This design comes from an exercise in tuning for small area on the open sky130 flow, not from production work.
Function was checked by simulation only, so behaviour that the tests miss may differ from the original.
The flow treats the clock pin as an ideal source, which a real chip does not have.
Power figures rest on the tool's default switching activity, not on a simulated workload.

## spi_verilog
module spi_verilog
#( parameter CLK_FREQ    = 100000000,
   parameter WORD_LENGTH =        32,
   parameter SPICLK_FREQ =  25000000
)
( input wire clk,
  input wire reset,
  output wire cs,
  output reg  mosi_1,
  input  wire miso_1,
  output reg  mosi_2,
  input  wire miso_2,
  output wire sclk,
  input  wire data_in_v,
  output wire ready_out,
  output wire data_out_v,
  input  wire [WORD_LENGTH-1:0] data_in_1,
  input  wire [WORD_LENGTH-1:0] data_in_2,
  output wire [WORD_LENGTH-1:0] data_out_1,
  output wire [WORD_LENGTH-1:0] data_out_2
);
localparam [5:0] ST_WAIT = 6'd63, ST_LAST = 6'd32, ST_END = 6'd34, ST_IDLE = 6'd35;
reg [1:0] ph;
reg [5:0] st;
wire step   = !ph[1] && ph[0];
wire tail   = st[5] && !st[4] && st[1];                  
wire ready  = tail && (st[0] || !ph[0]);
wire bits   = !st[5];                                    
wire wait_s = st[5] && st[4];                           
  ...
Size in the first run: about 260 cells after synthesis, about 74 flip-flops, about 140 I/O pins, about 2800 um^2 of cells after synthesis.
clock: 10.0 ns
lec_check: 0
cap_margin: 20
core_margin: 2
core_utilization: 40
gpl_routability_driven: 0
gpl_timing_driven: 0
place_density: 0.6
slew_margin: 20
synth_hierarchical: 1
synth_minimum_keep_size: 0
standard.sh (not shown) runs the stock make flow with config.mk's settings and CLKGATE_MAP_FILE= SYNTH_SCRIPT=/design/flow/synth_recipe.tcl, a recipe that flattens the netlist after the stock synthesis.
==> flow/flow/run.sh <==
#!/bin/bash
# Layout flow: the standard ORFS flow (standard.sh, unchanged synthesis),
# with these choices passed to make:
#  - port buffers use the smallest buffer cell (buf_1) instead of the default;
#  - the clock tree is built from clkbuf_4 without dummy loads, and a
#    POST_CTS hook (flow/post_cts.tcl) upsizes to clkbuf_8 the leaf buffers
#    whose flip-flop clock pins would see more than 100 ps of slew.
# make's full output goes to flow_make.log; ORFS writes each step's own log
# under orfs/logs/.
set -euo pipefail
here=$(pwd)
bash standard.sh \
  "BUFFER_PORTS_ARGS=-buffer_cell sky130_fd_sc_hd__buf_1" \
  "CTS_ARGS=-sink_clustering_enable -repair_clock_nets -root_buf sky130_fd_sc_hd__clkbuf_4 -buf_list sky130_fd_sc_hd__clkbuf_4 -dont_use_dummy_load" \
  "POST_CTS_TCL=$here/flow/post_cts.tcl" \
  finish > flow_make.log 2>&1
==> flow/flow/post_cts.tcl <==
# POST_CTS hook: upsize the clock tree's leaf buffers (clkbuf_4 from CTS)
# whose flip-flop clock pins see a slew above a threshold to clkbuf_8, then
# legalize the placement again.
set thr [expr {[info exists ::env(CLK_UPSIZE_PS)] ? $::env(CLK_UPSIZE_PS) : 100}]
set block [ord::get_db_block]
set big [[ord::get_db] findMaster sky130_fd_sc_hd__clkbuf_8]
estimate_parasitics -placement
set n 0
foreach inst [$block getInsts] {
  if {[[$inst getMaster] getName] ne "sky130_fd_sc_hd__clkbuf_4"} { continue }
  set out [[$inst findITerm X] getNet]
  set worst 0
  foreach it [$out getITerms] {
    if {[$it getInst] == $inst} { continue }
    if {[[$it getMTerm] getName] ne "CLK"} { continue }
    set pin [get_pins [[$it getInst] getName]/CLK]
    foreach p {slew_max_rise slew_max_fall} {
      set s [expr {1000.0 * [get_property $pin $p]}]
      if {$s > $worst} { set worst $s }
    }
  }
  puts "clock leaf [$inst getName]: worst flip-flop clock slew $worst ps"
  if {$worst > $thr} {
    $inst swapMaster $big
    incr n
  }
}
puts "upsized $n clock buffers to clkbuf_8"
if {$n > 0} {
  detailed_placement
  check_placement -verbose
  estimate_parasitics -placement
}
Next try:
GPL_ROUTABILITY_DRIVEN = unset   (was 0)
GPL_TIMING_DRIVEN = unset   (was 0)
Effect: The changed run finished with timing, DRC and antenna clean. Design area is lower by 4.0%. Worst setup slack is worse by 0.32 ns. Fmax is lower by 8.0%. Critical path depth rises by 1. Total power falls by 3.3%. Wire length went down by 2.9%. Clock skew stays flat. Utilization drops by 2.1 points.
Next try:
CORE_UTILIZATION = 70   (was 40)
PLACE_DENSITY = 0.85   (was 0.6)
Clock power goes up by a little under a tenth.
Cell area shrinks slightly.
Flip-flop and latch count does not change.
Non-clock buffer count is unchanged.
Maximum frequency grows by about a fifth.

separate check: timing with driven ports:
In the flow no input, the clock included, has a driving cell. The finished layouts below were timed again as built, in two steps. Step 1 sets driving cells, clkbuf_16 on the clock port and buf_2 on the other inputs (assumed; they add their load-dependent delay and slew). Step 2 moves the port delays by t, midway between the first and last clock arrival at a register: inputs arrive t later, outputs are due t later. That takes back most of the time a late clock gives input paths. Slacks: no drivers / after step 1 / after step 2; pairs: no drivers / after step 1.
run	t (ns)	setup WS [ns]	hold slack, ns	worst setup path after step 2	slew at the worst register clock pin (ns)
the first run	0.405	6.246 / 6.219 / 6.624	0.470 / 0.470 / 0.470	register to output	0.09 / 0.09
the second run	0.399	5.921 / 5.893 / 6.293	0.494 / 0.494 / 0.494	register to output	0.09 / 0.09
the third run	0.422	6.487 / 6.461 / 6.883	0.463 / 0.463 / 0.463	register to output	0.09 / 0.09
After both steps every run listed still meets setup and hold.
